From an optimization exercise on the open Yosys and OpenROAD flow, aimed at small area and a short achievable clock period; shortcuts taken in it are not production practice. Where RTL was checked, it was by simulation tests only, not by an equivalence proof against the original. Power is estimated from default activity; no workload was simulated.

Setup of before:
## user_logic
module user_logic
(
  Bus2IP_Clk,                      
  Bus2IP_Reset,                    
  Bus2IP_Data,                     
  Bus2IP_BE,                       
  Bus2IP_RdCE,                     
  Bus2IP_WrCE,                     
  IP2Bus_Data,                     
  IP2Bus_RdAck,                    
  IP2Bus_WrAck,                    
  IP2Bus_Error                     
);
parameter C_SLV_DWIDTH                   = 32;
parameter C_NUM_REG                      = 3;
input                                     Bus2IP_Clk;
input                                     Bus2IP_Reset;
input      [0 : C_SLV_DWIDTH-1]           Bus2IP_Data;
input      [0 : C_SLV_DWIDTH/8-1]         Bus2IP_BE;
input      [0 : C_NUM_REG-1]              Bus2IP_RdCE;
input      [0 : C_NUM_REG-1]              Bus2IP_WrCE;
output     [0 : C_SLV_DWIDTH-1]           IP2Bus_Data;
output                                    IP2Bus_RdAck;
output                                    IP2Bus_WrAck;
output                                    IP2Bus_Error;
  reg  [0:31] slv_reg0;    
  reg  [0:31] slv_reg1;    
  reg  [0:31] slv_reg2;    
  reg         rst_d;       
  integer     byte_index;
  reg [0:31] a_next, b_next;
  always @(*) begin
    a_next = slv_reg0;
    b_next = slv_reg1;
    if (Bus2IP_Reset == 1) begin
      a_next = 0;
      b_next = 0;
    end else
      case (Bus2IP_WrCE)
        3'b100 :
          for (byte_index = 0; byte_index <= 3; byte_index = byte_index + 1)
            if (Bus2IP_BE[byte_index] == 1)
              a_next[byte_index*8 +: 8] = Bus2IP_Data[byte_index*8 +: 8];
        3'b010 :
          for (byte_index = 0; byte_index <= 3; byte_index = byte_index + 1)
            if (Bus2IP_BE[byte_index] == 1)
              b_next[byte_index*8 +: 8] = Bus2IP_Data[byte_index*8 +: 8];
        default : ;
      endcase
  end
  always @(posedge Bus2IP_Clk) begin
    slv_reg0 <= a_next;
    slv_reg1 <= b_next;
  end
  wire n1 = slv_reg1[31];
  wire n2 = slv_reg1[30] & ~slv_reg1[31];
  wire n3 = ~n1;
  wire n4 = ~n2;
  wire n5 = n1 & slv_reg0[31];
  wire n6 = slv_reg1[30] & ~(n1 & slv_reg0[31]);
  wire n7, n8;
  mul_o22ai u_n7 (.a(n3), .b(~slv_reg0[30]), .c(n4), .d(~slv_reg0[31]), .y(n7));
  ...
Size: roughly 1600 cells after synthesis, roughly 170 flip-flops, about 79 I/O pins, about 0.015 mm² of cells after synthesis.
clock: 8.0 ns
lec_check: 0
abc_area: 0
cap_margin: 20
core_margin: 2
core_utilization: 40
setup_slack_margin: 4.0
slew_margin: 20
synth_hierarchical: 1
synth_minimum_keep_size: 0
standard.sh (not shown) runs the stock make flow with config.mk's settings and CLKGATE_MAP_FILE= SYNTH_SCRIPT=/design/flow/synth_recipe.tcl, a recipe that flattens the netlist after the stock synthesis.
==> flow/flow/run.sh <==
#!/bin/bash
set -euo pipefail
bash standard.sh "BUFFER_PORTS_ARGS=-buffer_cell sky130_fd_sc_hd__buf_2" \
  "CTS_ARGS=-sink_clustering_enable -repair_clock_nets -dont_use_dummy_load -sink_clustering_size 20" \
  finish > make.log 2>&1
before was carried through to the last stage, and its layout satisfied the timing, design-rule and antenna checks.
Here is what was changed in the inputs of after compared with before.
--- a/flow/design.v
+++ b/flow/design.v
@@ -1572,17 +1572,16 @@
       mul_nand2 u_n01 (.a(Bus2IP_RdCE[0]), .b(Bus2IP_RdCE[1]), .y(n01));
       mul_o21ai u_n2x (.a(Bus2IP_RdCE[0]), .b(Bus2IP_RdCE[1]), .c(Bus2IP_RdCE[2]), .y(n2x));
       mul_nand2 u_many (.a(n01), .b(n2x), .y(many));
     end else begin : g_use
       assign many = g_rd[gi - gi % 8].many;
     end
-    wire n0, n1, n2;
-    mul_nand2 u_n0 (.a(Bus2IP_RdCE[0]), .b(slv_reg0[gi]), .y(n0));
-    mul_nand2 u_n1 (.a(Bus2IP_RdCE[1]), .b(slv_reg1[gi]), .y(n1));
-    mul_nand2 u_n2 (.a(Bus2IP_RdCE[2]), .b(slv_reg2[gi]), .y(n2));
-    mul_a31oi u_y (.a(n0), .b(n1), .c(n2), .d(many), .y(IP2Bus_Data[gi]));
+    wire t01, t2;
+    mul_a22oi u_t01 (.a(Bus2IP_RdCE[0]), .b(slv_reg0[gi]), .c(Bus2IP_RdCE[1]), .d(slv_reg1[gi]), .y(t01));
+    mul_nand2 u_t2 (.a(Bus2IP_RdCE[2]), .b(slv_reg2[gi]), .y(t2));
+    mul_a21oi u_y (.a(t01), .b(t2), .c(many), .y(IP2Bus_Data[gi]));
   end endgenerate
   assign IP2Bus_WrAck = Bus2IP_WrCE[0] | Bus2IP_WrCE[1] | Bus2IP_WrCE[2];
   assign IP2Bus_RdAck = Bus2IP_RdCE[0] | Bus2IP_RdCE[1] | Bus2IP_RdCE[2];
   assign IP2Bus_Error = 1'b0;
 endmodule
 module mul_fa (input a, input b, input c, output s, output co);
@@ -1602,17 +1601,20 @@
 module mul_x2 (input a, input b, output y);
   assign y = a ^ b;
 endmodule
 module mul_o21ai (input a, input b, input c, output y);
   assign y = ~((a | b) & c);
 endmodule
+module mul_a22oi (input a, input b, input c, input d, output y);
+  assign y = ~((a & b) | (c & d));
+endmodule
 module mul_nand2 (input a, input b, output y);
   assign y = ~(a & b);
 endmodule
-module mul_a31oi (input a, input b, input c, input d, output y);
-  assign y = ~((a & b & c) | d);
+module mul_a21oi (input a, input b, input c, output y);
+  assign y = ~((a & b) | c);
 endmodule
 module mul_maj3 (input a, input b, input c, output y);
   assign y = (a & b) | (a & c) | (b & c);
 endmodule
 module mul_omux (input many, input s0, input s1, input s2, input d0, input d1, input d2, output y);
   assign y = ~many & ((s0 & d0) | (s1 & d1) | (s2 & d2));
## What came out
Of after and before, before shows the higher gate count of the mapped netlist, with after below it.
Per the comparison of after with before, worst slack at placement went down 0.28 ns, minimum clock period went up 0.15 ns.
[after] count of unique library cells instantiated by Yosys rose 3.8% relative to before
The higher met3 global-route usage of after and before is in after.
Power in sequential cells delta for after relative to before: about 0.5% lower
Delta (after minus before): worst voltage drop across the vdd grid decreased about 5.5%, clock share of power moved down, worst-skew pair later-pin latency comparable.


Another version of the RTL of user_logic (not shown whole).
For scale: roughly 1,600 cells after synthesis, roughly 170 flip-flops, roughly 79 I/O pins, roughly 0.015 mm^2 of cells after synthesis.
## user_logic
module user_logic
(
  Bus2IP_Clk,                      
  Bus2IP_Reset,                    
  Bus2IP_Data,                     
  Bus2IP_BE,                       
  Bus2IP_RdCE,                     
  Bus2IP_WrCE,                     
  IP2Bus_Data,                     
  IP2Bus_RdAck,                    
  IP2Bus_WrAck,                    
  IP2Bus_Error                     
);
parameter C_SLV_DWIDTH                   = 32;
parameter C_NUM_REG                      = 3;
input                                     Bus2IP_Clk;
input                                     Bus2IP_Reset;
input      [0 : C_SLV_DWIDTH-1]           Bus2IP_Data;
input      [0 : C_SLV_DWIDTH/8-1]         Bus2IP_BE;
input      [0 : C_NUM_REG-1]              Bus2IP_RdCE;
input      [0 : C_NUM_REG-1]              Bus2IP_WrCE;
output     [0 : C_SLV_DWIDTH-1]           IP2Bus_Data;
output                                    IP2Bus_RdAck;
output                                    IP2Bus_WrAck;
output                                    IP2Bus_Error;
  reg  [0:31] slv_reg0;    
  reg  [0:31] slv_reg1;    
  reg  [0:31] slv_reg2;    
  reg         rst_d;       
  integer     byte_index;
  reg [0:31] a_next, b_next;
  always @(*) begin
    a_next = slv_reg0;
    b_next = slv_reg1;
    if (Bus2IP_Reset == 1) begin
      a_next = 0;
      b_next = 0;
    end else
      case (Bus2IP_WrCE)
        3'b100 :
          for (byte_index = 0; byte_index <= 3; byte_index = byte_index + 1)
  ...
==> flow/config.mk <==
export PLATFORM = sky130hd
export DESIGN_NAME = user_logic
export DESIGN_NICKNAME = user_logic
export VERILOG_FILES = /design/flow/design.v
export SDC_FILE = /design/flow/constraint.sdc
export NUM_CORES = 4
export LEC_CHECK = 0
export ABC_AREA = 0
export CAP_MARGIN = 20
export CORE_MARGIN = 2
export CORE_UTILIZATION = 40
export SETUP_SLACK_MARGIN = 4.0
export SLEW_MARGIN = 20
export SYNTH_HIERARCHICAL = 1
export SYNTH_MINIMUM_KEEP_SIZE = 0
==> flow/constraint.sdc <==
create_clock -name core_clock -period 8.0 [get_ports {Bus2IP_Clk}]
set_input_delay 1.6000 -clock core_clock [delete_from_list [all_inputs] [get_ports {Bus2IP_Clk}]]
set_output_delay 1.6000 -clock core_clock [all_outputs]
set_load 0.01 [all_outputs]
run.sh (not shown) runs the stock make flow with config.mk's settings and CLKGATE_MAP_FILE= SYNTH_SCRIPT=/design/flow/synth_recipe.tcl, a recipe that flattens the netlist after the stock synthesis.
Stock flow here: none of the scripts above is used.
Next try:
--- a/flow/design.v
+++ b/flow/design.v
@@ -1564,20 +1564,25 @@
     else
       slv_reg2 <= {prod[31], prod[30], prod[29], prod[28], prod[27], prod[26], prod[25], prod[24], prod[23], prod[22], prod[21], prod[20], prod[19], prod[18], prod[17], prod[16], prod[15], prod[14], prod[13], prod[12], prod[11], prod[10], prod[9], prod[8], prod[7], prod[6], prod[5], prod[4], prod[3], prod[2], prod[1], prod[0]};
   end
   genvar gi;
   generate for (gi = 0; gi < 32; gi = gi + 1) begin : g_rd
     wire many;
     if (gi % 8 == 0) begin : g_dec
-      mul_maj3 u_many (.a(Bus2IP_RdCE[0]), .b(Bus2IP_RdCE[1]), .c(Bus2IP_RdCE[2]), .y(many));
+      wire n01, n2x;
+      mul_nand2 u_n01 (.a(Bus2IP_RdCE[0]), .b(Bus2IP_RdCE[1]), .y(n01));
+      mul_o21ai u_n2x (.a(Bus2IP_RdCE[0]), .b(Bus2IP_RdCE[1]), .c(Bus2IP_RdCE[2]), .y(n2x));
+      mul_nand2 u_many (.a(n01), .b(n2x), .y(many));
     end else begin : g_use
       assign many = g_rd[gi - gi % 8].many;
     end
-    mul_omux u_omux (.many(many), .s0(Bus2IP_RdCE[0]), .s1(Bus2IP_RdCE[1]), .s2(Bus2IP_RdCE[2]),
-                     .d0(slv_reg0[gi]), .d1(slv_reg1[gi]), .d2(slv_reg2[gi]), .y(IP2Bus_Data[gi]));
+    wire t01, t2;
+    mul_a22oi u_t01 (.a(Bus2IP_RdCE[0]), .b(slv_reg0[gi]), .c(Bus2IP_RdCE[1]), .d(slv_reg1[gi]), .y(t01));
+    mul_nand2 u_t2 (.a(Bus2IP_RdCE[2]), .b(slv_reg2[gi]), .y(t2));
+    mul_a21oi u_y (.a(t01), .b(t2), .c(many), .y(IP2Bus_Data[gi]));
   end endgenerate
   assign IP2Bus_WrAck = Bus2IP_WrCE[0] | Bus2IP_WrCE[1] | Bus2IP_WrCE[2];
   assign IP2Bus_RdAck = Bus2IP_RdCE[0] | Bus2IP_RdCE[1] | Bus2IP_RdCE[2];
   assign IP2Bus_Error = 1'b0;
 endmodule
 module mul_fa (input a, input b, input c, output s, output co);
   assign s  = a ^ b ^ c;
@@ -1592,13 +1597,25 @@
 endmodule
 module mul_ao22 (input a, input b, input c, input d, output y);
   assign y = (a & b) | (c & d);
 endmodule
 module mul_x2 (input a, input b, output y);
   assign y = a ^ b;
 endmodule
+module mul_o21ai (input a, input b, input c, output y);
+  assign y = ~((a | b) & c);
+endmodule
+module mul_a22oi (input a, input b, input c, input d, output y);
+  assign y = ~((a & b) | (c & d));
+endmodule
+module mul_nand2 (input a, input b, output y);
+  assign y = ~(a & b);
+endmodule
+module mul_a21oi (input a, input b, input c, output y);
+  assign y = ~((a & b) | c);
+endmodule
 module mul_maj3 (input a, input b, input c, output y);
   assign y = (a & b) | (a & c) | (b & c);
 endmodule
 module mul_omux (input many, input s0, input s1, input s2, input d0, input d1, input d2, output y);
   assign y = ~many & ((s0 & d0) | (s1 & d1) | (s2 & d2));
 endmodule
Outcome:
- die area is higher by 3.1%
- global-route usage fell by 0.75 points
- power is higher by 5.9%
- via count went down by 0.31%
- maximum frequency climbs by 2.9%
- area after synthesis increases by 3.1%
- cell area is higher by 2.8%
- count of clock-buffer cells in the layout is unchanged
- setup slack gets better by 120 ps
- cell count rises by 0.67%
- register-to-register slack is worse by 60 ps
- wire length barely changes
- hold slack improved by 9.7 ps
- sequential cell count stays the same
Only the layout flow was run in the first run of this note; the RTL was not checked for function there.

-- re-timing with driven ports --
The flow's constraints put no driver on any port. The routed layouts listed below were extracted and timed again, unchanged, in two steps.
Step 1 sets driving cells, clkbuf_16 on the clock port and buf_2 on the other inputs (assumed; they add their load-dependent delay and slew).
Step 2 moves the port delays by t, midway between the first and last clock arrival at a register: inputs arrive t later, outputs are due t later. That takes back most of the time a late clock gives input paths.
Slacks: no drivers / after step 1 / after step 2; pairs: no drivers / after step 1.
run | t, ns | slack for setup (ns) | worst hold slack (ns)
before | 0.502 | 4.020 / 3.879 / 3.879 | 0.441 / 0.441 / 0.441
after | 0.499 | 3.871 / 3.822 / 3.822 | 0.437 / 0.437 / 0.437
the first run of note 2 | 0.510 | 3.691 / 3.643 / 3.643 | 0.426 / 0.426 / 0.426
the second run of note 2 | 0.514 | 3.812 / 3.752 / 3.752 | 0.435 / 0.435 / 0.435
After both steps setup and hold are still met in every run listed. For before, which loses most, drivers alone change the setup slack by -0.141 ns; drivers and shift together by -0.141 ns.
